Context: an optimization exercise on an open-source flow, tuned for small area, a short achievable clock period and few clock cycles. The choices shown serve that exercise and are no tape-out recipe.
The RTL was checked by simulation tests, not by an equivalence proof against the original design.
Power is estimated from default activity; no workload was simulated.

===== design/flow/run.sh =====
#!/bin/bash
# synth_recipe.tcl (not shown) runs the flow's synth.tcl, then flattens the netlist and writes it again
# the make line also repeats each setting of config.mk as NAME=value (left out here)
make -C /OpenROAD-flow-scripts/flow DESIGN_CONFIG=/design/flow/config.mk WORK_HOME=/design/flow/orfs CLKGATE_MAP_FILE= SYNTH_SCRIPT=/design/flow/synth_recipe.tcl finish

===== design/flow/design.v =====
`timescale 1ns / 1ps
module mips(
    input wire clk,
    input wire reset,
    input wire [31:0] i_inst_rdata,
    output wire [31:0] i_inst_addr,
    input wire [31:0] m_data_rdata,
    output wire [31:0] m_data_addr,
    output wire [31:0] m_data_wdata,
    output wire [3:0] m_data_byteen,
    output wire [31:0] m_inst_addr,
    output wire w_grf_we,
    output wire [4:0] w_grf_addr,
    output wire [31:0] w_grf_wdata,
    output wire [31:0] w_inst_addr
    );
    reg  [29:0] pcF;
    reg         vD;
    reg  [31:0] irD;
    reg  [29:0] pcD;
    reg  [4:0]  dstE;
    reg         ldE, stE;
    reg  [1:0]  szE;         
    reg         lsuE;        
    reg  [31:0] aE, bE;
    reg         fwdAE, fwdBE;
    reg  [15:0] immE;
    reg         useImmE;
    reg  [1:0]  extE;        
    reg  [29:0] pcE;
    reg         subE;
    reg  [2:0]  rselE;       
    reg  [1:0]  lopE;        
    reg         shLeftE, shArithE, shVarE;
    reg         brE, jrE;
    reg  [2:0]  bcE;         
    reg         mdStE, mdDivE, mdSgnE, mthiE, mtloE;
    reg  [31:0] resM;
    reg  [4:0]  dstM;
    reg         ldM;
    reg  [1:0]  szM;
    reg         lsuM;
    reg  [3:0]  beM;
    reg  [31:0] wdM;
    reg  [29:0] pcM;
    reg  [31:0] resW;
    reg  [4:0]  dstW;
    reg  [29:0] pcW;
    reg  [31:0] grf [1:31];
    reg  [31:1] gv;
    reg  [31:0] HI, LO, MDr;
    reg  [1:0]  accx;
    reg         busy, mdiv, msgn, nneg, dneg;
    reg  [4:0]  cnt;
    reg  [1:0]  ph;          
    assign i_inst_addr = {pcF, 2'b00};
    wire [5:0] op = irD[31:26];
    wire [5:0] fn = irD[5:0];
    wire [4:0] rs = irD[25:21];
    wire [4:0] rt = irD[20:16];
    wire [4:0] rd = irD[15:11];
    wire rtype   = (op == 6'b000000);
    wire d_ralu  = rtype & fn[5];                     
    wire d_sh    = rtype & (fn[5:3] == 3'b000);       
    wire d_jr    = rtype & (fn[5:1] == 5'b00100);     
    wire d_jalr  = d_jr & fn[0];
    wire d_mfmt  = rtype & (fn[5:2] == 4'b0100);
    wire d_mf    = d_mfmt & ~fn[0];
    wire d_mt    = d_mfmt & fn[0];
    wire d_md    = rtype & (fn[5:2] == 4'b0110);
    wire d_regimm= (op == 6'b000001);
    wire d_br    = d_regimm | (op[5:2] == 4'b0001);
    wire d_j     = (op[5:1] == 5'b00001);
    wire d_jal   = (op == 6'b000011);
    wire d_ialu  = (op[5:3] == 3'b001);
    wire d_ld    = (op[5:3] == 3'b100);
    wire d_st    = (op[5:3] == 3'b101);
    wire [4:0] d_dst = (d_ralu | d_sh | d_jalr | d_mf) ? rd :
                       (d_ialu | d_ld) ? rt :
                       d_jal ? 5'd31 : 5'd0;
    wire d_use_rs = ~(d_j | d_mf | (d_sh & ~fn[2]));
    wire d_use_rt = rtype | (op[5:1] == 5'b00010) | d_st;
    wire ld_haz = ldE & (((dstE == rs) & d_use_rs) | ((dstE == rt) & d_use_rt));
    wire md_last;
    wire md_haz = (d_md | d_mfmt) & (mdStE | (busy & ~md_last));
    wire stall  = vD & (ld_haz | md_haz);
    wire go     = vD & ~stall;
    wire [31:0] r1 = (rs != 5'd0 && gv[rs]) ? grf[rs] : 32'b0;
    wire [31:0] r2 = (rt != 5'd0 && gv[rt]) ? grf[rt] : 32'b0;
    wire [31:0] ldval;
    wire [31:0] valM = ldM ? ldval : resM;
    wire weE = (dstE != 5'd0);
    wire weM = (dstM != 5'd0);
    wire weW = (dstW != 5'd0);
    wire fa_e = weE & (dstE == rs);
    wire fb_e = weE & (dstE == rt);
    wire [31:0] fa = (weM & (dstM == rs)) ? valM : (weW & (dstW == rs)) ? resW : r1;
    wire [31:0] fb = (weM & (dstM == rt)) ? valM : (weW & (dstW == rt)) ? resW : r2;
    wire [31:0] A  = fwdAE ? resM : aE;
    wire [31:0] Bv = fwdBE ? resM : bE;
    wire [31:0] immx = (extE == 2'd2) ? {immE, 16'b0} :
                       (extE == 2'd1) ? {16'b0, immE} : {{16{immE[15]}}, immE};
    wire [31:0] B  = useImmE ? immx : Bv;
    wire [32:0] sum = {1'b0, A} + {1'b0, subE ? ~B : B} + {32'b0, subE};
    wire lt  = (A[31] ^ B[31]) ? A[31] : sum[31];
    wire ltu = ~sum[32];
    reg  [31:0] lg;
    always @(*) begin
        case (lopE)
            2'd0: lg = A & B;
            2'd1: lg = A | B;
            2'd2: lg = A ^ B;
            default: lg = ~(A | B);
        endcase
    end
    wire [4:0]  sa = shVarE ? A[4:0] : immE[10:6];
    wire [31:0] Brev;
    genvar gi;
    generate for (gi = 0; gi < 32; gi = gi + 1) begin : g_rev
        assign Brev[gi] = B[31-gi];
    end endgenerate
    wire [31:0] shin = shLeftE ? Brev : B;
    wire [32:0] shx  = {shArithE & B[31], shin};
    wire [32:0] shr  = $signed(shx) >>> sa;
    wire [31:0] shres;
    generate for (gi = 0; gi < 32; gi = gi + 1) begin : g_rev2
        assign shres[gi] = shLeftE ? shr[31-gi] : shr[gi];
    end endgenerate
    wire [29:0] tgt = pcE + {{14{immE[15]}}, immE} + 30'd1;
    reg [31:0] resE;
    always @(*) begin
        case (rselE)
            3'd0: resE = sum[31:0];
            3'd1: resE = {31'b0, lt};
            3'd2: resE = {31'b0, ltu};
            3'd3: resE = lg;
            3'd4: resE = shres;
            3'd5: resE = {tgt, 2'b00};
            3'd6: resE = HI;
            default: resE = LO;
        endcase
    end
    wire eq   = (A == Bv);
    wire zA   = (A == 32'b0);
    reg  cond;
    always @(*) begin
        case (bcE)
            3'd0: cond = eq;
            3'd1: cond = ~eq;
            3'd2: cond = A[31] | zA;
            3'd3: cond = ~A[31] & ~zA;
            3'd4: cond = A[31];
            default: cond = ~A[31];
        endcase
    end
    wire taken = (brE & cond) | jrE;
    wire [29:0] rtgt = jrE ? A[31:2] : tgt;
    wire [1:0] ea = sum[1:0];
    wire [3:0] be_e = ~stE ? 4'b0000 :
                      (szE == 2'd2) ? 4'b1111 :
                      (szE == 2'd1) ? (ea[1] ? 4'b1100 : 4'b0011) :
                      (4'b0001 << ea);
    wire [31:0] wd_e = (szE == 2'd0) ? {4{Bv[7:0]}} :
                       (szE == 2'd1) ? {2{Bv[15:0]}} : Bv;
    assign m_data_addr   = resM;
    assign m_data_wdata  = wdM;
    assign m_data_byteen = beM;
    assign m_inst_addr   = {pcM, 2'b00};
    wire [7:0]  lbyte = resM[1] ? (resM[0] ? m_data_rdata[31:24] : m_data_rdata[23:16])
                                : (resM[0] ? m_data_rdata[15:8]  : m_data_rdata[7:0]);
    wire [15:0] lhalf = resM[1] ? m_data_rdata[31:16] : m_data_rdata[15:0];
    assign ldval = (szM == 2'd2) ? m_data_rdata :
                   (szM == 2'd1) ? {{16{~lsuM & lhalf[15]}}, lhalf} :
                                   {{24{~lsuM & lbyte[7]}}, lbyte};
    assign w_grf_we    = weW;
    assign w_grf_addr  = dstW;
    assign w_grf_wdata = resW;
    assign w_inst_addr = {pcW, 2'b00};
    wire [35:0] mext = {{4{msgn & MDr[31]}}, MDr};
    wire mlast = (cnt == 5'd15);
    wire dz = (MDr == 32'b0);
    wire needQ = (nneg ^ dneg) & ~dz;
    reg  [35:0] P, Q, R;
    reg         cin;
    always @(*) begin
        P = 36'b0; Q = 36'b0; R = 36'b0; cin = 1'b0;
        if (!mdiv) begin
            P = {{2{accx[1]}}, accx, HI};
            Q = LO[0] ? mext : 36'b0;
            R = LO[1] ? ((mlast & msgn) ? ~{mext[34:0], 1'b0} : {mext[34:0], 1'b0}) : 36'b0;
            cin = LO[1] & mlast & msgn;
        end else if (ph == 2'd0) begin
            P = {3'b0, HI, LO[31]};
            Q = dneg ? {4'b1111, MDr} : ~{4'b0000, MDr};
            cin = ~dneg;
        end else if (ph == 2'd3) begin
            Q = ~{4'b0000, HI};
            cin = 1'b1;
        end else begin
            Q = ~{4'b0000, LO};
            cin = 1'b1;
        end
    end
    wire [35:0] S = P + Q + R + {35'b0, cin};
    wire ge = ~S[35];
    assign md_last = ~mdiv ? mlast :
                     (ph == 2'd0) ? ((cnt == 5'd31) & ~needQ & ~nneg) :
                     (ph == 2'd2) ? ~nneg :
                     (ph == 2'd3);
    always @(posedge clk) begin
        if (reset) begin
            HI <= 32'b0; LO <= 32'b0; busy <= 1'b0; mdiv <= 1'b0; cnt <= 5'd0; ph <= 2'd0;
        end else if (busy) begin
            if (!mdiv) begin
                HI <= S[33:2];
                LO <= {S[1:0], LO[31:2]};
                cnt <= cnt + 5'd1;
                if (mlast) busy <= 1'b0;
            end else begin
                case (ph)
                    2'd0: begin
                        HI <= ge ? S[31:0] : {HI[30:0], LO[31]};
                        LO <= {LO[30:0], ge};
                        cnt <= cnt + 5'd1;
                        if (cnt == 5'd31) begin
                            if (needQ) ph <= 2'd2;
                            else if (nneg) ph <= 2'd3;
                            else busy <= 1'b0;
                        end
                    end
                    2'd1: begin
                        LO <= S[31:0];
                        ph <= 2'd0;
                    end
                    2'd2: begin
                        LO <= S[31:0];
                        if (nneg) ph <= 2'd3;
                        else begin busy <= 1'b0; ph <= 2'd0; end
                    end
                    default: begin
                        HI <= S[31:0];
                        busy <= 1'b0;
                        ph <= 2'd0;
                    end
                endcase
            end
        end else if (mdStE) begin
            busy <= 1'b1;
            mdiv <= mdDivE;
            cnt  <= 5'd0;
            HI   <= 32'b0;
            if (mdDivE) begin
                LO  <= A;
                MDr <= Bv;
                ph  <= (mdSgnE & A[31]) ? 2'd1 : 2'd0;
            end else begin
                LO  <= Bv;
                MDr <= A;
            end
        end else if (mthiE) begin
            HI <= A;
        end else if (mtloE) begin
            LO <= A;
        end
    end
    always @(posedge clk) begin
        if (mdStE & ~busy) begin
            msgn <= mdSgnE;
            accx <= 2'b00;
            nneg <= mdSgnE & A[31];
            dneg <= mdSgnE & Bv[31];
        end else if (busy & ~mdiv) begin
            accx <= S[35:34];
        end
    end
    wire [29:0] jtgt = {pcF[29:26], irD[25:0]};
    always @(posedge clk) begin
        if (reset) begin
            pcF <= 30'h0000_0c00;
            vD  <= 1'b0;
        end else begin
            if (taken) pcF <= rtgt;
            else if (!stall) pcF <= (vD & d_j) ? jtgt : pcF + 30'd1;
            if (!stall) vD <= ~taken;
        end
        if (!stall) begin
            irD <= i_inst_rdata;
            pcD <= pcF;
        end
    end
    always @(posedge clk) begin
        if (reset | ~go) begin
            dstE <= 5'd0; ldE <= 1'b0; stE <= 1'b0; brE <= 1'b0; jrE <= 1'b0;
            mdStE <= 1'b0; mthiE <= 1'b0; mtloE <= 1'b0;
        end else begin
            dstE  <= d_dst;
            ldE   <= d_ld;
            stE   <= d_st;
            brE   <= d_br;
            jrE   <= d_jr;
            mdStE <= d_md;
            mthiE <= d_mt & ~fn[1];
            mtloE <= d_mt & fn[1];
        end
        aE      <= fa;
        bE      <= fb;
        fwdAE   <= fa_e;
        fwdBE   <= fb_e;
        immE    <= (d_jal | d_jalr) ? 16'd1 : irD[15:0];
        pcE     <= pcD;
        useImmE <= ~rtype;
        extE    <= (op == 6'b001111) ? 2'd2 : (op[5:2] == 4'b0011) ? 2'd1 : 2'd0;
        szE     <= (op[1:0] == 2'b11) ? 2'd2 : {1'b0, op[0]};
        lsuE    <= op[2];
        subE    <= rtype ? fn[1] : (op[5:1] == 5'b00101);
        rselE   <= (d_jal | d_jalr) ? 3'd5 :
                   d_mf ? (fn[1] ? 3'd7 : 3'd6) :
                   d_sh ? 3'd4 :
                   (rtype ? (fn[3:1] == 3'b101) : (op[5:1] == 5'b00101)) ? ((rtype ? fn[0] : op[0]) ? 3'd2 : 3'd1) :
                   ((rtype & fn[2]) | (~rtype & op[5:2] == 4'b0011)) ? 3'd3 : 3'd0;
        lopE    <= rtype ? fn[1:0] : ((op[1:0] == 2'b11) ? 2'd1 : op[1:0]);
        shLeftE <= ~fn[1];
        shArithE<= fn[0];
        shVarE  <= fn[2];
        bcE     <= d_regimm ? (rt[0] ? 3'd5 : 3'd4) : {1'b0, op[1:0]};
        mdDivE  <= fn[1];
        mdSgnE  <= ~fn[0];
    end
    always @(posedge clk) begin
        if (reset) begin
            dstM <= 5'd0; ldM <= 1'b0; beM <= 4'b0;
        end else begin
            dstM <= dstE;
            ldM  <= ldE;
            beM  <= be_e;
        end
        resM <= resE;
        szM  <= szE;
        lsuM <= lsuE;
        wdM  <= wd_e;
        pcM  <= pcE;
    end
    always @(posedge clk) begin
        if (reset) dstW <= 5'd0;
        else dstW <= dstM;
        resW <= valM;
        pcW  <= pcM;
    end
    integer k;
    always @(posedge clk) begin
        for (k = 1; k < 32; k = k + 1)
            if (weW && dstW == k) grf[k] <= resW;
    end
    always @(posedge clk) begin
        if (reset) gv <= 31'b0;
        else if (weW) gv[dstW] <= 1'b1;
    end
endmodule

===== design/flow/constraint.sdc =====
create_clock -name core_clock -period 15.0 [get_ports {clk}]
set_input_delay 3.0000 -clock core_clock [delete_from_list [all_inputs] [get_ports {clk}]]
set_output_delay 3.0000 -clock core_clock [all_outputs]
set_load 0.01 [all_outputs]

===== design/flow/config.mk =====
export PLATFORM = sky130hd
export DESIGN_NAME = mips
export DESIGN_NICKNAME = mips
export VERILOG_FILES = /design/flow/design.v
export SDC_FILE = /design/flow/constraint.sdc
export NUM_CORES = 4
export LEC_CHECK = 0
export CAP_MARGIN = 20
export CORE_MARGIN = 2
export CORE_UTILIZATION = 40
export SLEW_MARGIN = 20

==> flow_summary.yaml, run 1 <==
critical_path:
  crit_path_start_kind: "flop"
  arrival_ns: 7.02
  critical_path_class: "flop to flop"
  cp.required_ns: 15.70
  cp_max_fo: 47
  worst_path_max_delay_cell: "o31ai_1"
  cp-end-kind: "flop"
  crit_path_max_incr_delay_ns: 0.69
  worstPathCellList: "buf_4, clkinv_1, buf_4, nor2_2, a22o_1, xor2_1, inv_1, fa_1, nor2b_1, o31a_1, o31ai_1, o41ai_2, a41oi_1, o31ai_1, a221o_1, a21o_1, a31oi_1, or4_1"
finish:
  syn2layout_area_growth_pct: 15.42
  final_common_cell: "edfxtp_1"
  final_cell_mix: "edfxtp_1, a21oi_1, nand2_1"
  layout.nets: 8003
  fin_util_pct: 46.52
  layout-drive-gt1-share_pct: 10.43
pwr:
  power_density_mw_per_mm2: 117.7
  leakagePower_nw: 32.89
  vdd_drop_max_mv: 0.1270
grt:
  grt_pass1_wl_um: 581300
  grt_usage_pct: 40.62
  antenna_found_initial: 31
  grt_max_degree: 105
  grt_overflow_total: 0
  grt_pass1_vias: 70410
logic_synthesis:
  syn-cell-area_mm2: 0.08064
  yosys_most_used_dff: "edfxtp_1"
  ys_seq_area_share_pct: 51.85
  ys_ff_latch: 1544
  ys_types: 97
  syn_area_per_cell_um2: 10.70
  synthCells: 7537
  ys_async_sr_fraction_pct: 0
  synth_edf_count: 1089
  yosys_warnings: 34
floorplan:
  dieArea_mm2: 0.2052
  row_count: 164
  die_x_um: 453.0
  fp.coreArea_mm2: 0.2001
  start_util_pct: 40.31
  ios: 268
  die_h_um: 453.0
routing:
  drt_iter0_drc: 14020
  ant_nets: 0
  wl_met3_um: 61970
  wl_met1_um: 142500
  drc_errors: 0
  via_per_inst: 7.167
  wl_per_cell_um: 40.84
  drt_pass1_iterations: 9
  vias: 75440
  finalWirelength_um: 429900
  met2WireLength_um: 178500
  highest_layer: "met5"
timing:
  setup_viol: 0
  slew_headroom_pct: 8.848
  slew_viol_final: 0
  tns_ns: 0
  hold_violations: 0
  fmax_mhz: 158.2
  worst_slew_pin_slew_ns: 1.364
  rsz0062_at_grt: "false"
  fin_skew_ns: 0.06001
  fin_crit_sh_pct: 42.15
  period_needed_ns: 6.323
clock_tree:
  cts_tree: "done"
  post_cts_buffers: 0
  htree_levels: 4
  hold_buffers: 0
  clock_sinks: 1544
  cts_root_buffer: "clkbuf_16"
  insertion_delay_ns: 0.88
  cts_buffers: 167
  clock_path_buffers: 3
  post_cts_resized: 0
  clkSlewWorstSetupHoldPaths_ns: 0.07
job:
  maxCapViolCount: 0
outcome:
  status: "timing/DRC/antenna clean"
placement:
  place_congestion: 1.086
  dp_hpwl_um: 274000
  port_buffers: 261
worst_hold_path:
  worst_hold_path_type: "flop to flop"
## cell families after synthesis
group / Yosys count / share of synthesized area, %
and+or+nand+nor: 1822 / 10.53
DFF: 1544 / 51.85
adders and majority gates: 226 / 3.851
AOI/OAI and AO/OA: 2595 / 22.94
buffers and inverters: 792 / 3.817
xor gates and xnor gates: 305 / 3.313
other: 1 / 0.004650
muxes: 252 / 3.693
## worst max-delay path, delay by kind of cell (launching register included)
| family | cells | cell delay [ns] |
|---|---|---|
| buf+inv | 4 | 1.27 |
| compound gates | 9 | 2.76 |
| flops | 1 | 0.31 |
| simple gates | 3 | 1.11 |
| fa+ha+maj | 1 | 0.46 |
| xor+xnor | 1 | 0.22 |
## per-layer routing
layer  up-vias  track usage (%)
li1      29800                -
met1     36230            46.96
met2      7170            59.14
met3      2213            15.29
met4        26            34.76
met5         -           0.5364
## path summary, 6_finish.rpt
kind | from | end | slack (ns) | cells past startpoint
setup / recovery | useImmE | resM[0] | 8.68 | 18
hold / removal | pcM[2] | pcW[2] | 0.33 | 0
setup reg to reg | useImmE | resM[0] | 8.68 | 18
hold reg to reg | pcM[2] | pcW[2] | 0.33 | 0
## flip-flops by register name, summed over array words and instances (netlist names), 16 cells and up
register and count:
wdM 32, grf 992, bE 32, gv 31, HI 32, resM 32, pcM 30, LO 32
resW 32, pcD 30, pcF 30, immE 16, pcE 30, irD 32, MDr 32, pcW 30
aE 32
## where the power goes
group | switching (W) | internal [W]
clock network | 0.00190 | 0.00229
logic | 0.00118 | 0.000501
registers | 0.000241 | 0.00485
total | 0.00331 | 0.00765
## final cells by class
class                      instances  area (µm²)
antenna                           19       47.55
multi-input combinational       5206       36690
tap                             2656        3323
inverter                         234       878.3
clock buffer                     204        4392
sequential                      1544       41830
clock inverter                   106        1069
fill                           18400      107000
timing repair buffer             558        4840
## cells in the mapped netlist (all sizes together) (178+ instances only)
cell,n,area share (%)
edfxtp,1089,41
nor2,567,2.6
a21oi,536,3.3
nand2,480,2.2
a221oi,456,5.0
dfxtp,455,11
clkbuf,447,2.1
o21ai,376,2.3
a22o,365,4.0
a22oi,235,2.2
inv,226,1.1
ha,189,2.9
mux2i,178,2.3
## metrics by stage
stage | power [W] | worst slack, ns | instances | instance area (µm²) | hold WS, ns
after CTS | 0.01084 | 8.909 | 10510 | 92970 | 0.3358
after detailed placement | 0.006742 | 8.931 | 10200 | 87510 | 0.3187
after global placement | 0.006739 | 8.972 | 10200 | 87500 | 0.3198
final | 0.01096 | 8.677 | 10530 | 93070 | 0.3292
after global routing | 0.01115 | 8.345 | 10510 | 93040 | 0.3397
after floorplan | 0.005838 | 9.597 | 7542 | 80660 | 0.3096
Testbench counts, summed over its fixed seeds: cycles 83,841.
==> inputs of run 2 (changes only) <==
--- a/design/flow/design.v
+++ b/design/flow/design.v
@@ -51,7 +51,7 @@
     reg  [31:0] HI, LO, MDr;
     reg  [1:0]  accx;
-    reg         busy, mdiv, msgn, nneg, dneg;
+    reg         sMul, sDiv, sNegLO, sNegHI, post;
+    reg         msgn, nneg, dneg, xb, qx, mlast, mneg;
     reg  [4:0]  cnt;
-    reg  [1:0]  ph;          
     assign i_inst_addr = {pcF, 2'b00};
     wire [5:0] op = irD[31:26];
@@ -90,7 +90,5 @@
     wire [31:0] ldval;
     wire [31:0] valM = ldM ? ldval : resM;
-    wire weE = (dstE != 5'd0);
-    wire weM = (dstM != 5'd0);
-    wire weW = (dstW != 5'd0);
+    reg weE, weM, weW;
     wire fa_e = weE & (dstE == rs);
     wire fb_e = weE & (dstE == rt);
@@ -177,99 +175,115 @@
     assign w_grf_wdata = resW;
     assign w_inst_addr = {pcW, 2'b00};
-    wire [35:0] mext = {{4{msgn & MDr[31]}}, MDr};
-    wire mlast = (cnt == 5'd15);
-    wire dz = (MDr == 32'b0);
+    wire busy = sMul | sDiv | sNegLO | sNegHI;
+    wire [35:0] mext = {{4{xb}}, MDr};
+    wire dz    = (MDr == 32'b0);
     wire needQ = (nneg ^ dneg) & ~dz;
-    reg  [35:0] P, Q, R;
-    reg         cin;
-    always @(*) begin
-        P = 36'b0; Q = 36'b0; R = 36'b0; cin = 1'b0;
-        if (!mdiv) begin
-            P = {{2{accx[1]}}, accx, HI};
-            Q = LO[0] ? mext : 36'b0;
-            R = LO[1] ? ((mlast & msgn) ? ~{mext[34:0], 1'b0} : {mext[34:0], 1'b0}) : 36'b0;
-            cin = LO[1] & mlast & msgn;
-        end else if (ph == 2'd0) begin
-            P = {3'b0, HI, LO[31]};
-            Q = dneg ? {4'b1111, MDr} : ~{4'b0000, MDr};
-            cin = ~dneg;
-        end else if (ph == 2'd3) begin
-            Q = ~{4'b0000, HI};
-            cin = 1'b1;
-        end else begin
-            Q = ~{4'b0000, LO};
-            cin = 1'b1;
-        end
-    end
+    wire skipM = sMul & (LO[7:0] == 8'b0) & (cnt <= 5'd12);
+    wire skipD = sDiv & (HI == 32'b0) & (LO[31:24] == 8'b0) & ~dz & (cnt <= 5'd24);
+    wire mdone = sMul & (mlast | (skipM & (cnt == 5'd12)));
+    wire ddone = sDiv & (skipD ? (cnt == 5'd24) : (cnt == 5'd31));
+    wire qa    = (sMul & LO[0]) | sDiv;
+    wire ra    = sMul & LO[1];
+    wire [35:0] P = ({36{sMul}}   & {{2{accx[1]}}, accx, HI}) |
+                    ({36{sDiv}}   & {3'b0, HI, LO[31]}) |
+                    ({36{sNegLO}} & ~{4'b0, LO}) |
+                    ({36{sNegHI}} & ~{4'b0, HI});
+    wire qxe   = qx & sDiv;
+    wire [35:0] Q = (mext & {36{qa}}) ^ {36{qxe}};
+    wire [35:0] R = ({mext[34:0], 1'b0} & {36{ra}}) ^ {36{ra & mneg}};
+    wire cin = qxe | sNegLO | sNegHI | (ra & mneg);
     wire [35:0] S = P + Q + R + {35'b0, cin};
     wire ge = ~S[35];
-    assign md_last = ~mdiv ? mlast :
-                     (ph == 2'd0) ? ((cnt == 5'd31) & ~needQ & ~nneg) :
-                     (ph == 2'd2) ? ~nneg :
-                     (ph == 2'd3);
+    assign md_last = mdone | (ddone & ~needQ & ~nneg) | (sNegLO & post & ~nneg) | sNegHI;
+    wire mswap = (A[31:24] == 8'b0) & (Bv[31:24] != 8'b0);
     always @(posedge clk) begin
         if (reset) begin
-            HI <= 32'b0; LO <= 32'b0; busy <= 1'b0; mdiv <= 1'b0; cnt <= 5'd0; ph <= 2'd0;
-        end else if (busy) begin
-            if (!mdiv) begin
-                HI <= S[33:2];
-                LO <= {S[1:0], LO[31:2]};
-                cnt <= cnt + 5'd1;
-                if (mlast) busy <= 1'b0;
-            end else begin
-                case (ph)
-                    2'd0: begin
-                        HI <= ge ? S[31:0] : {HI[30:0], LO[31]};
-                        LO <= {LO[30:0], ge};
-                        cnt <= cnt + 5'd1;
-                        if (cnt == 5'd31) begin
-                            if (needQ) ph <= 2'd2;
-                            else if (nneg) ph <= 2'd3;
-                            else busy <= 1'b0;
-                        end
-                    end
-                    2'd1: begin
-                        LO <= S[31:0];
-                        ph <= 2'd0;
-                    end
-                    2'd2: begin
-                        LO <= S[31:0];
-                        if (nneg) ph <= 2'd3;
-                        else begin busy <= 1'b0; ph <= 2'd0; end
-                    end
-                    default: begin
-                        HI <= S[31:0];
-                        busy <= 1'b0;
-                        ph <= 2'd0;
-                    end
-                endcase
+            HI <= 32'b0; LO <= 32'b0;
+            sMul <= 1'b0; sDiv <= 1'b0; sNegLO <= 1'b0; sNegHI <= 1'b0;
+        end else begin
+            if (sMul) begin
+                if (skipM) begin
+                    HI <= {{6{accx[1]}}, accx, HI[31:8]};
+                    LO <= {HI[7:0], LO[31:8]};
+                end else begin
+                    HI <= S[33:2];
+                    LO <= {S[1:0], LO[31:2]};
+                end
+                if (mdone) sMul <= 1'b0;
             end
-        end else if (mdStE) begin
-            busy <= 1'b1;
-            mdiv <= mdDivE;
-            cnt  <= 5'd0;
-            HI   <= 32'b0;
-            if (mdDivE) begin
-                LO  <= A;
-                MDr <= Bv;
-                ph  <= (mdSgnE & A[31]) ? 2'd1 : 2'd0;
-            end else begin
-                LO  <= Bv;
-                MDr <= A;
+            if (sDiv) begin
+                if (skipD) begin
+                    LO <= {LO[23:0], 8'b0};
+                end else begin
+                    HI <= ge ? S[31:0] : {HI[30:0], LO[31]};
+                    LO <= {LO[30:0], ge};
+                end
+                if (ddone) begin
+                    sDiv <= 1'b0;
+                    if (needQ) sNegLO <= 1'b1;
+                    else if (nneg) sNegHI <= 1'b1;
+                end
+            end
+            if (sNegLO) begin
+                LO <= S[31:0];
+                sNegLO <= 1'b0;
+                if (!post) sDiv <= 1'b1;
+                else if (nneg) sNegHI <= 1'b1;
+            end
+            if (sNegHI) begin
+                HI <= S[31:0];
+                sNegHI <= 1'b0;
+            end
+            if (!busy) begin
+                if (mdStE) begin
+                    HI <= 32'b0;
+                    if (mdDivE) begin
+                        LO <= A;
+                        if (mdSgnE & A[31]) sNegLO <= 1'b1;
+                        else sDiv <= 1'b1;
+                    end else begin
+                        LO <= mswap ? A : Bv;
+                        sMul <= 1'b1;
+                    end
+                end else if (mthiE) begin
+                    HI <= A;
+                end else if (mtloE) begin
+                    LO <= A;
+                end
             end
-        end else if (mthiE) begin
-            HI <= A;
-        end else if (mtloE) begin
-            LO <= A;
         end
     end
     always @(posedge clk) begin
-        if (mdStE & ~busy) begin
-            msgn <= mdSgnE;
-            accx <= 2'b00;
-            nneg <= mdSgnE & A[31];
-            dneg <= mdSgnE & Bv[31];
-        end else if (busy & ~mdiv) begin
-            accx <= S[35:34];
+        if (!busy) begin
+            cnt   <= 5'd0;
+            accx  <= 2'b00;
+            mlast <= 1'b0;
+            mneg  <= 1'b0;
+            post  <= 1'b0;
+            if (mdStE) begin
+                msgn <= mdSgnE;
+                nneg <= mdSgnE & A[31];
+                dneg <= mdSgnE & Bv[31];
+                if (mdDivE) begin
+                    MDr <= Bv;
+                    xb  <= mdSgnE & Bv[31];
+                    qx  <= ~(mdSgnE & Bv[31]);
+                end else begin
+                    MDr <= mswap ? Bv : A;
+                    xb  <= mdSgnE & (mswap ? Bv[31] : A[31]);
+                    qx  <= 1'b0;
+                end
+            end
+        end else begin
+            if (sMul) begin
+                cnt   <= cnt + (skipM ? 5'd4 : 5'd1);
+                accx  <= skipM ? {2{accx[1]}} : S[35:34];
+                mlast <= ~mdone & (skipM ? (cnt == 5'd11) : (cnt == 5'd14));
+                mneg  <= ~mdone & msgn & (skipM ? (cnt == 5'd11) : (cnt == 5'd14));
+            end
+            if (sDiv) begin
+                cnt <= cnt + (skipD ? 5'd8 : 5'd1);
+                if (ddone) begin post <= 1'b1; qx <= 1'b0; end
+            end
         end
     end
@@ -291,8 +305,9 @@
     always @(posedge clk) begin
         if (reset | ~go) begin
-            dstE <= 5'd0; ldE <= 1'b0; stE <= 1'b0; brE <= 1'b0; jrE <= 1'b0;
+            dstE <= 5'd0; weE <= 1'b0; ldE <= 1'b0; stE <= 1'b0; brE <= 1'b0; jrE <= 1'b0;
             mdStE <= 1'b0; mthiE <= 1'b0; mtloE <= 1'b0;
         end else begin
             dstE  <= d_dst;
+            weE   <= (d_dst != 5'd0);
             ldE   <= d_ld;
             stE   <= d_st;
@@ -329,7 +344,8 @@
     always @(posedge clk) begin
         if (reset) begin
-            dstM <= 5'd0; ldM <= 1'b0; beM <= 4'b0;
+            dstM <= 5'd0; weM <= 1'b0; ldM <= 1'b0; beM <= 4'b0;
         end else begin
             dstM <= dstE;
+            weM  <= weE;
             ldM  <= ldE;
             beM  <= be_e;
@@ -342,6 +358,6 @@
     end
     always @(posedge clk) begin
-        if (reset) dstW <= 5'd0;
-        else dstW <= dstM;
+        if (reset) begin dstW <= 5'd0; weW <= 1'b0; end
+        else begin dstW <= dstM; weW <= weM; end
         resW <= valM;
         pcW  <= pcM;
==> run 2 against run 1 <==
- worst hold slack hardly changed
- flip-flop and latch count is 8 higher
- setup slack worse by 0.45 ns
- cell count is 1.9% higher
- global-route usage is 1.0 points higher
- combinational power is 9.5% lower
- still clean on timing, DRC and antenna
- sequential share of layout area is 0.62 points lower
- largest cell class unchanged
- clock skew is 0.011 ns higher
- synthesized cell count is 3.1% higher
==> flow_summary.yaml, run 2 <==
logic_synthesis:
  yosys_warnings: 34
  synth_top_cell_by_area: "edfxtp_1"
  synth_edf_count: 1091
  synthCells: 7769
  yosys_most_used_dff: "edfxtp_1"
  ys_async_sr_fraction_pct: 0
  netlist_top_cells_area: "edfxtp_1, dfxtp_1, a221oi_1, a22o_1, a21oi_1"
  synth_commonest_cells: "edfxtp_1, nor2_1, a21oi_1"
  ys_ff_latch: 1552
  yosys.area.top_type_share_pct: 39.73
  syn-cell-area_mm2: 0.08245
  ys_types: 111
  syn_area_per_cell_um2: 10.61
  synth_most_common_cell: "edfxtp_1"
  ys_seq_area_share_pct: 50.93
floorplan:
  fp.coreArea_mm2: 0.2048
  die_x_um: 458.0
  start_util_pct: 40.26
  die_h_um: 458.0
  row_count: 166
  ios: 268
  dieArea_mm2: 0.2098
finish:
  syn2layout_area_growth_pct: 14.94
  largest-register: "grf"
  layout-drive-gt1-share_pct: 10.39
  fillers: 18820
  multi_input_area_mm2: 0.03782
  largest_reg_flops: 992
  fin_util_pct: 46.27
  seqCellArea_mm2: 0.04201
  final_common_cell: "edfxtp_1"
  final_cell_mix: "edfxtp_1, a21oi_1, nand2_1"
  layout.nets: 8171
routing:
  finalWirelength_um: 453900
  vias: 78960
  via_per_inst: 7.362
  wl_per_cell_um: 42.32
  drt_iter0_drc: 15390
  drc_errors: 0
  ant_nets: 0
  drt_pass1_iterations: 9
critical_path:
  cp-end-kind: "flop"
  cp.required_ns: 15.73
  critical_path_class: "flop to flop"
  r2r-end: "HI[31]"
  reg2reg_from: "sMul"
  arrival_ns: 7.51
  reg2reg_slack_ns: 8.23
  cp_max_fo: 51
  worst-r2r-cell-count: 18
  crit_path_start_kind: "flop"
pwr:
  vdd_drop_max_mv: 0.1132
  power_w: 0.01087
  leakagePower_nw: 33.74
  power_density_mw_per_mm2: 114.7
timing:
  worst_slew_pin_slew_ns: 1.256
  tns_ns: 0
  hold_violations: 0
  period_needed_ns: 6.774
  setup_viol: 0
  slew_headroom_pct: 16.26
  rsz0062_at_grt: "false"
  fin_skew_ns: 0.07143
  fmax_mhz: 147.6
  fin_crit_sh_pct: 45.16
  slew_viol_final: 0
grt:
  grt_max_degree: 102
  grt_usage_pct: 41.62
  grt_pass1_vias: 72730
  grt_overflow_total: 0
  grt_pass1_wl_um: 608600
  antenna_found_initial: 32
clock_tree:
  insertion_delay_ns: 0.89
  cts_tree: "done"
  clkSlewWorstSetupHoldPaths_ns: 0.06
  clock_sinks: 1552
  clock_path_buffers: 3
  post_cts_buffers: 0
  cts_root_buffer: "clkbuf_16"
  post_cts_resized: 0
  hold_buffers: 0
  htree_levels: 4
  cts_buffers: 167
placement:
  place_congestion: 1.092
  port_buffers: 261
  dp_hpwl_um: 287900
worst_hold_path:
  worst_hold_path_type: "flop to flop"
  hold_start: "pcD[8]"
  hold_end: "pcE[8]"
  holdPathStages: 0
outcome:
  status: "timing/DRC/antenna clean"
job:
  maxCapViolCount: 0
## run 2: area by class of cell
class                   count  share of cell area [%]
flip-flops and latches   1552                   44.33
multi-input cells        5344                   39.91
repair buffers            540                   4.975
clock buffers             219                   4.838
well taps                2688                   3.549
clock inverters            88                   1.256
inverters                 277                   1.104
diodes                     17                 0.04489
## run 2: worst max path at each step
stage	startpoint	endpoint	cells after the start
after global placement	sMul	HI[31]	18
final	sMul	HI[31]	18
after CTS	sMul	HI[31]	18
after detailed placement	sMul	HI[31]	18
after global routing	sMul	HI[31]	18
after floorplan	sDiv	HI[31]	20
## run 2: cell families (layout without fill, tap and decap cells)
logic type               after synthesis  in the layout  synth area share, %
flip-flops                          1552           1552                50.93
buffers and inverters                878           1124                4.301
adder cells (fa/ha/maj)              223            223                3.721
AND/OR/NAND/NOR                     1876           1876                10.61
multiplexers                         244            244                3.688
other                                  1             23             0.004548
AO/OA/AOI/OAI                       2729           2729                23.92
XOR/XNOR                             266            266                2.826
## run 2: layer usage
layer / part of all wire [%] / track usage, %
met1: 36 / 53.08
met2: 39 / 57.41
met3: 16 / 17.72
met4: 8.3 / 26.35
met5: 0.12 / 1.171
## run 2: power by group
| group | internal, W | total, W | switching, W |
|---|---|---|---|
| sequential | 0.00479 | 0.00493 | 0.000142 |
| combinational | 0.000454 | 0.00152 | 0.00106 |
| clock | 0.00252 | 0.00443 | 0.00190 |
## run 2: worst max-delay path, cell delays in order (launching register included)
cell and delay, ns:
dfxtp_1 0.31, buf_4 0.50, nand2_1 0.70, o22ai_2 0.27, buf_4 0.44, a21oi_1 0.17, fa_1 0.52, inv_1 0.04
ha_1 0.33, o211ai_1 0.12, o211a_1 0.27, nor3_1 0.51, o21a_1 0.30, a21oi_1 0.17, o211a_1 0.27, o21ai_1 0.65
nor2_1 0.33, a221o_1 0.43, o221a_2 0.24
## run 2: through the flow
| stage | hold slack (ns) | setup slack [ns] | area (µm²) | std cells |
|---|---|---|---|---|
| after global routing | 0.3414 | 8.028 | 94730 | 10710 |
| after CTS | 0.3372 | 8.447 | 94680 | 10710 |
| after detailed placement | 0.3240 | 8.468 | 88910 | 10400 |
| after floorplan | 0.3096 | 10.19 | 82470 | 7774 |
| final | 0.3287 | 8.226 | 94770 | 10730 |
| after global placement | 0.3173 | 8.476 | 88880 | 10400 |
Testbench counts of run 2, summed over its fixed seeds: cycles 78,624.
==> inputs of run 3 (changes only) <==
--- a/design/flow/design.v
+++ b/design/flow/design.v
@@ -93,6 +93,6 @@
     wire fa_e = weE & (dstE == rs);
     wire fb_e = weE & (dstE == rt);
-    wire [31:0] fa = (weM & (dstM == rs)) ? valM : (weW & (dstW == rs)) ? resW : r1;
-    wire [31:0] fb = (weM & (dstM == rt)) ? valM : (weW & (dstW == rt)) ? resW : r2;
+    wire [31:0] fa = (weM & (dstM == rs)) ? valM : r1;
+    wire [31:0] fb = (weM & (dstM == rt)) ? valM : r2;
     wire [31:0] A  = fwdAE ? resM : aE;
     wire [31:0] Bv = fwdBE ? resM : bE;
@@ -180,5 +180,11 @@
     wire needQ = (nneg ^ dneg) & ~dz;
     wire skipM = sMul & (LO[7:0] == 8'b0) & (cnt <= 5'd12);
-    wire skipD = sDiv & (HI == 32'b0) & (LO[31:24] == 8'b0) & ~dz & (cnt <= 5'd24);
+    wire lg8   = dneg ? ~&MDr[31:8]  : |MDr[31:8];
+    wire lg16  = dneg ? ~&MDr[31:16] : |MDr[31:16];
+    wire lg24  = dneg ? ~&MDr[31:24] : |MDr[31:24];
+    wire skipD = sDiv & ~dz & (cnt <= 5'd24) &
+                 (((HI == 32'b0) & ((LO[31:24] == 8'b0) | lg8)) |
+                  ((HI[31:8] == 24'b0) & lg16) |
+                  ((HI[31:16] == 16'b0) & lg24));
     wire mdone = sMul & (mlast | (skipM & (cnt == 5'd12)));
     wire ddone = sDiv & (skipD ? (cnt == 5'd24) : (cnt == 5'd31));
@@ -214,4 +220,5 @@
             if (sDiv) begin
                 if (skipD) begin
+                    HI <= {HI[23:0], LO[31:24]};
                     LO <= {LO[23:0], 8'b0};
                 end else begin
@@ -366,9 +373,9 @@
     always @(posedge clk) begin
         for (k = 1; k < 32; k = k + 1)
-            if (weW && dstW == k) grf[k] <= resW;
+            if (weM && dstM == k) grf[k] <= valM;
     end
     always @(posedge clk) begin
         if (reset) gv <= 31'b0;
-        else if (weW) gv[dstW] <= 1'b1;
+        else if (weM) gv[dstM] <= 1'b1;
     end
 endmodule
==> design/flow/flow/run.sh (new file) <==
#!/bin/bash
# Layout flow: the standard flow (standard.sh) step by step. Synthesis, floorplan and
# placement are run unchanged; clock tree synthesis and routing then run with
# SETUP_SLACK_MARGIN, so that ORFS's repair_timing keeps sizing and buffering the slowest
# paths until they have that much slack at the design's own clock period and constraints.
set -euo pipefail
MARGIN=10.3
bash standard.sh synth > flow_synth.log 2>&1
bash standard.sh floorplan place > flow_place.log 2>&1
bash standard.sh SETUP_SLACK_MARGIN=$MARGIN cts > flow_cts.log 2>&1
bash standard.sh SETUP_SLACK_MARGIN=$MARGIN finish > flow_finish.log 2>&1
==> design/flow/standard.sh (new file) <==
#!/bin/bash
# synth_recipe.tcl (not shown) runs the flow's synth.tcl, then flattens the netlist and writes it again
# the make line also repeats each setting of config.mk as NAME=value (left out here)
make -C /OpenROAD-flow-scripts/flow DESIGN_CONFIG=/design/flow/config.mk WORK_HOME=/design/flow/orfs CLKGATE_MAP_FILE= SYNTH_SCRIPT=/design/flow/synth_recipe.tcl "${@:-finish}"
--- a/design/flow/config.mk
+++ b/design/flow/config.mk
@@ -8,4 +8,6 @@
 export CAP_MARGIN = 20
 export CORE_MARGIN = 2
-export CORE_UTILIZATION = 40
+export CORE_UTILIZATION = 45
+export CTS_CLUSTER_DIAMETER = 100
+export CTS_CLUSTER_SIZE = 25
 export SLEW_MARGIN = 20
removed: design/flow/run.sh
==> run 3 against run 2 <==
- cell count shrank 2.9%
- non-clock buffer count grew 155
- critical endpoint is now HI[21]
- die area fell by 12%
- flip-flop and latch count stayed put
- critical path depth up 3
- synthesized cell count is 0.18% higher
- register-to-register slack improved by 1.9 ns
- clock skew down 0.022 ns
- clock-buffer cell count decreased by 95
- final area shrank 0.53%
- first-iteration DRC count rose by 1.5%
- via count fell by 0.67%
==> flow_summary.yaml, run 3 <==
outcome:
  status: "timing/DRC/antenna clean"
timing:
  hold_slack_ns: 0.3481
  worst_slew_pin_slew_ns: 1.346
  period_needed_ns: 4.869
  slew_headroom_pct: 9.298
  tns_ns: 0
  fmax_mhz: 205.4
  hold_violations: 0
  rsz0062_at_grt: "true"
  setup_viol: 0
  slew_viol_final: 0
  fin_crit_sh_pct: 32.46
  fin_skew_ns: 0.04972
critical_path:
  critical_path_class: "flop to flop"
  cp.required_ns: 15.72
  arrival_ns: 5.59
  crit_path_start_kind: "flop"
  crit_start: "sDiv"
  cp_max_fo: 5
  reg2reg_from: "sDiv"
  cp-end-kind: "flop"
clock_tree:
  htree_levels: 3
  clkSlewWorstSetupHoldPaths_ns: 0.10
  cts_buffers: 77
  cts_tree: "done"
  clock_path_buffers: 3
  clock_sinks: 1552
  insertion_delay_ns: 0.82
  cts_root_buffer: "clkbuf_16"
  hold_buffers: 0
worst_hold_path:
  hold_start: "pcD[17]"
  worst_hold_path_type: "flop to flop"
logic_synthesis:
  syn_area_per_cell_um2: 10.53
  yosys.area.top_type_share_pct: 39.98
  synth_most_common_cell: "edfxtp_1"
  yosys_warnings: 34
  ys_types: 96
  syn-cell-area_mm2: 0.08194
  synth_edf_count: 1091
  ys_seq_area_share_pct: 51.25
  synth_commonest_cells: "edfxtp_1, nand2_1, nor2_1"
  synthCells: 7783
  ys_async_sr_fraction_pct: 0
  ys_ff_latch: 1552
  synth_top_cell_by_area: "edfxtp_1"
  yosys_most_used_dff: "edfxtp_1"
  netlist_top_cells_area: "edfxtp_1, dfxtp_1, a221oi_1, a22o_1, a22oi_1"
finish:
  multi_input_area_mm2: 0.03872
  largest-register: "grf"
  layout.nets: 8250
  fin_util_pct: 52.16
  largest_reg_flops: 992
  final_common_cell: "edfxtp_1"
  syn2layout_area_growth_pct: 15.05
  fillers: 16000
  instances_no_fill: 10410
  layout-drive-gt1-share_pct: 14.26
  final_cell_mix: "edfxtp_1, nand2_1, nor2_1"
  seqCellArea_mm2: 0.04220
placement:
  port_buffers: 261
  place_congestion: 1.060
  dp_cells: 10110
  dp_hpwl_um: 276400
routing:
  drc_errors: 0
  drt_pass1_iterations: 10
  vias: 78430
  via_per_inst: 7.534
  ant_nets: 0
  drt_iter0_drc: 15610
  finalWirelength_um: 441100
  wl_per_cell_um: 42.37
floorplan:
  start_util_pct: 45.33
  die_x_um: 430.7
  ios: 268
  die_h_um: 430.7
  fp.coreArea_mm2: 0.1807
  dieArea_mm2: 0.1855
  row_count: 156
job:
  maxCapViolCount: 0
pwr:
  power_density_mw_per_mm2: 94.23
  leakagePower_nw: 33.61
  vdd_drop_max_mv: 0.1389
grt:
  grt_pass1_vias: 72590
  grt_max_degree: 80
  grt_overflow_total: 0
  grt_usage_pct: 45.60
  grt_pass1_wl_um: 590100
  antenna_found_initial: 35
## run 3: changes by cell type after synthesis, moves of 23 or more
| cell | change |
|---|---|
| a211o_1 | -51 |
| a21oi_1 | -56 |
| a221oi_1 | -111 |
| a222oi_1 | +38 |
| a22o_1 | -74 |
| a22oi_1 | +193 |
| and3_1 | -32 |
| clkbuf_1 | +23 |
| mux2i_1 | -27 |
| mux4_2 | +27 |
| nand2_1 | +68 |
| nand3_1 | +56 |
| o21ai_0 | +36 |
## run 3: power breakdown
group | internal [W] | switching [W] | total, W
Combinational | 0.000428 | 0.000984 | 0.00141
Sequential | 0.00473 | 0.000122 | 0.00485
Clock | 0.00107 | 0.00155 | 0.00262
Total | 0.00623 | 0.00265 | 0.00888
## run 3: critical path, cell delays in order (launching register included)
cell and delay (ns):
dfxtp_4 0.37, buf_12 0.11, clkinvlp_4 0.17, o22ai_4 0.26
buf_12 0.16, buf_12 0.12, a21oi_4 0.05, fa_1 0.58
inv_2 0.05, ha_4 0.27, o211ai_1 0.10, o211ai_1 0.43
a31oi_4 0.17, a21boi_4 0.24, buf_4 0.15, o21ai_0 0.07
a21oi_1 0.19, xor2_1 0.62, o221ai_1 0.24, a21oi_1 0.18
a221oi_1 0.07, nor2_1 0.16
## run 3: worst paths after layout
path | end | slack, ns | cells past startpoint
hold / removal | pcE[17] | 0.35 | 0
hold reg to reg | pcE[17] | 0.35 | 0
setup reg to reg | HI[21] | 10.13 | 21
setup / recovery | HI[21] | 10.13 | 21
## run 3: logic make-up after synthesis
family,count (synthesis),share of synthesized area (%)
AOI/OAI and AO/OA,2677,23.27
and+or+nand+nor,1943,10.79
DFF,1552,51.25
buffers and inverters,886,4.186
xor gates and xnor gates,269,2.875
muxes,232,3.888
adders and majority gates,223,3.744
other,1,0.004577
## run 3: cell type report
type	count	share of cell area (%)
Tap cell	2370	3.146
Multi-Input combinational cell	5350	41.07
Sequential cell	1552	44.77
Antenna cell	16	0.04247
Timing Repair inverter	9	0.06371
Inverter	276	1.140
Timing Repair Buffer	695	7.129
Clock inverter	18	0.3531
Clock buffer	124	2.286
## run 3: routing by layer
layer	GRT usage, %	share of wire [%]	vias to the layer above
met1	52.71	32	37520
met4	40.52	12	26
met5	0	0.075	-
met2	65.55	41	7787
met3	17.65	15	2635
li1	-	-	30460
## run 3: through the flow
| step | setup WS (ns) | cell area [µm²] | power [W] |
|---|---|---|---|
| finish | 10.13 | 94270 | 0.008883 |
| global route | 9.979 | 94230 | 0.009011 |
| CTS | 10.30 | 92530 | 0.008743 |
| detailed placement | 8.326 | 88270 | 0.006206 |
| global placement | 8.279 | 88260 | 0.006204 |
| floorplan | 9.632 | 81960 | 0.005528 |
## run 3: repair_timing
item | 4_1_cts | 5_1_grt
gates cloned | 16 | 12
hold endpoints to repair | 0 | 0
setup endpoints to repair | 513 | 446
pin swaps | 29 | 102
gates resized for setup | 383 | 241
buffers inserted | 65 | 54
Testbench counts of run 3, summed over its fixed seeds: cycles 76,896.
==> inputs of run 4 (changes only) <==
--- a/design/flow/flow/run.sh
+++ b/design/flow/flow/run.sh
@@ -5,5 +5,5 @@
 # paths until they have that much slack at the design's own clock period and constraints.
 set -euo pipefail
-MARGIN=10.3
+MARGIN=10.4
 bash standard.sh synth > flow_synth.log 2>&1
 bash standard.sh floorplan place > flow_place.log 2>&1
--- a/design/flow/config.mk
+++ b/design/flow/config.mk
@@ -10,4 +10,4 @@
 export CORE_UTILIZATION = 45
 export CTS_CLUSTER_DIAMETER = 100
-export CTS_CLUSTER_SIZE = 25
+export CTS_CLUSTER_SIZE = 20
 export SLEW_MARGIN = 20
==> run 4 against run 3 <==
- still clean
- sequential share of layout area fell by 0.31 points
- clock-buffer cell count is 32 higher
- sequential power barely moved
- clock skew increased by 0.032 ns
- clock power rose by 8.8%
- wire length increased by 0.21%
- synthesized cell count unchanged
- global-route usage increased by 0.34 points
==> flow_summary.yaml, run 4 <==
routing:
  finalWirelength_um: 442000
  wl_per_cell_um: 42.24
  drc_errors: 0
  drt_iter0_drc: 14890
  via_per_inst: 7.501
  ant_nets: 0
  vias: 78500
  drt_pass1_iterations: 12
finish:
  fillers: 15920
  final_common_cell: "edfxtp_1"
  final_cell_mix: "edfxtp_1, nand2_1, nor2_1"
  largest_reg_flops: 992
  syn2layout_area_growth_pct: 15.91
  layout.nets: 8288
  layout-drive-gt1-share_pct: 14.93
  largest-register: "grf"
pwr:
  vdd_drop_max_mv: 0.1256
  p_seq_share_pct: 53.2
  p_switching_w: 0.002727
  power_density_mw_per_mm2: 95.94
  leakagePower_nw: 34.00
  power_frac_clock_pct: 31.3
  internal_power_w: 0.006384
  p_comb_share_pct: 15.5
  p_sw_share_pct: 29.93
logic_synthesis:
  yosys_warnings: 34
  ys_types: 96
  synth_top_cell_by_area: "edfxtp_1"
  synth_most_common_cell: "edfxtp_1"
  yosys_most_used_dff: "edfxtp_1"
  netlist_top_cells_area: "edfxtp_1, dfxtp_1, a221oi_1, a22o_1, a22oi_1"
  synth_edf_count: 1091
  ys_ff_latch: 1552
  syn_area_per_cell_um2: 10.53
  ys_seq_area_share_pct: 51.25
  ys_async_sr_fraction_pct: 0
  yosys.area.top_type_share_pct: 39.98
  synth_commonest_cells: "edfxtp_1, nand2_1, nor2_1"
  syn-cell-area_mm2: 0.08194
  synthCells: 7783
clock_tree:
  cts_buffers: 94
  cts_tree: "done"
  clkSlewWorstSetupHoldPaths_ns: 0.10
  hold_buffers: 0
  clock_path_buffers: 3
  clock_sinks: 1552
  htree_levels: 3
  cts_root_buffer: "clkbuf_16"
  insertion_delay_ns: 0.85
placement:
  place_congestion: 1.060
  port_buffers: 261
  dp_hpwl_um: 276400
floorplan:
  ios: 268
  dieArea_mm2: 0.1855
  fp.coreArea_mm2: 0.1807
  die_x_um: 430.7
  die_h_um: 430.7
  row_count: 156
  start_util_pct: 45.33
worst_hold_path:
  worst_hold_path_type: "flop to flop"
timing:
  slew_viol_final: 0
  fin_crit_sh_pct: 32.14
  slew_headroom_pct: 18.77
  hold_violations: 0
  fin_skew_ns: 0.08173
  rsz0062_at_grt: "true"
  hold_slack_ns: 0.3377
  worst_slew_pin_slew_ns: 1.206
  tns_ns: 0
  period_needed_ns: 4.821
  setup_viol: 0
  fmax_mhz: 207.4
grt:
  grt_pass1_vias: 73240
  grt_usage_pct: 45.93
  grt_overflow_total: 0
  antenna_found_initial: 33
  grt_max_degree: 80
  grt_pass1_wl_um: 594500
critical_path:
  cp-end-kind: "flop"
  critical_path_class: "flop to flop"
  cp_max_fo: 6
  crit_path_max_incr_delay_ns: 0.54
  cp.required_ns: 15.73
  worst_path_max_delay_cell: "fa_1"
  crit_path_start_kind: "flop"
  reg2reg_slack_ns: 10.18
  arrival_ns: 5.56
  worstPathCellList: "buf_12, clkinvlp_4, o22ai_4, buf_4, buf_12, a21oi_2, fa_1, inv_2, ha_4, a211oi_4, o211ai_1, buf_4, a31oi_4, a21boi_4, a311oi_4, a211oi_2, buf_4, nor2_4, buf_12, buf_16, a31oi_1, nor3_2, a22oi_1, a21oi_1"
outcome:
  status: "timing/DRC/antenna clean"
job:
  maxCapViolCount: 0
## run 4: worst max-delay path: cells and delay by family, from the launching register on
family / cells / cell delay (ns)
buf+inv: 9 / 1.30
simple gates: 2 / 0.39
fa+ha+maj: 2 / 0.76
flops: 1 / 0.38
compound gates: 11 / 1.89
## run 4: layout make-up
type / instances / area [µm²] / share of cell area, %
clock inverter: 20 / 330.3 / 0.3478
inverter: 276 / 1072 / 1.129
tap: 2370 / 2965 / 3.122
sequential: 1552 / 42220 / 44.46
timing repair buffer: 713 / 6694 / 7.048
clock buffer: 156 / 2606 / 2.744
antenna: 15 / 37.54 / 0.03952
timing repair inverter: 10 / 67.56 / 0.07114
multi-input combinational: 5352 / 38980 / 41.04
## run 4: cells by family after synthesis
kind of cell	synth area share (%)
DFF	51.25
muxes	3.888
adders and majority gates	3.744
AOI/OAI and AO/OA	23.27
other	0.004577
xor gates and xnor gates	2.875
buffers and inverters	4.186
and+or+nand+nor	10.79
## run 4: power groups by stage
| stage | clock, W | sequential, W | combinational (W) |
|---|---|---|---|
| final | 0.00285 | 0.00485 | 0.00141 |
| after global routing | 0.00297 | 0.00485 | 0.00142 |
| after CTS | 0.00283 | 0.00484 | 0.00129 |
| after detailed placement | 0 | 0.00495 | 0.00126 |
| after global placement | 0 | 0.00495 | 0.00126 |
| after floorplan | 0 | 0.00489 | 0.000636 |
## run 4: per-layer routing
metal | GRT usage [%] | part of all wire, %
met1 | 52.89 | 32
met2 | 65.75 | 41
met3 | 17.97 | 15
met4 | 41.48 | 12
met5 | 0.7026 | 0.098
## run 4: path summary, 6_finish.rpt
path / to / start / cells past startpoint
max: HI[14] / sDiv / 24
min: pcE[18] / pcD[18] / 0
max reg2reg: HI[14] / sDiv / 24
min reg2reg: pcE[18] / pcD[18] / 0
## run 4: what timing repair did
action | 4_1_cts | 5_1_grt
resized for setup | 611 | 192
buffers inserted | 70 | 64
gates cloned | 29 | 5
pin swaps | 68 | 92
endpoints found under the setup margin | 672 | 472
## run 4: stage by stage
stage	cell area, µm²	worst slack [ns]	power [W]	util [%]	cells
after floorplan	81960	9.632	0.005528	-	7788
after global placement	88260	8.279	0.006204	48.83	10110
after detailed placement	88270	8.326	0.006206	48.84	10110
after CTS	93450	10.29	0.008963	51.70	10380
after global routing	94940	10.03	0.009243	52.53	10450
final	94970	10.18	0.009111	52.55	10460

==> port drivers added, routing unchanged <==
How much do the figures lean on ideal ports? The routed layouts below were timed once more, with nothing changed but the port constraints. Step 1 sets driving cells, clkbuf_16 on the clock port and buf_2 on the other inputs (assumed; they add their load-dependent delay and slew). Step 2 times the ports against the registers' clock, not the clock port: input delays grow and output delays shrink by t, the midpoint of the rising clock arrivals with the driver on. Slacks: ideal / step 1 / step 2; pairs: ideal / step 1.
run	shift t [ns]	setup WS [ns]	latest minus earliest clock arrival (ns)	cell pins on the clock port's net
run 1	0.933	8.677 / 8.677 / 8.677	0.069 / 0.069	1
run 2	0.950	8.226 / 8.226 / 8.226	0.071 / 0.071	1
run 3	0.895	10.131 / 10.131 / 9.426	0.053 / 0.054	1
run 4	0.904	10.179 / 10.179 / 9.496	0.082 / 0.082	1
After both steps every run listed still meets setup and hold. The setup slack of run 3, which loses most, moves by 0.000 ns with the drivers and by -0.705 ns with both steps.
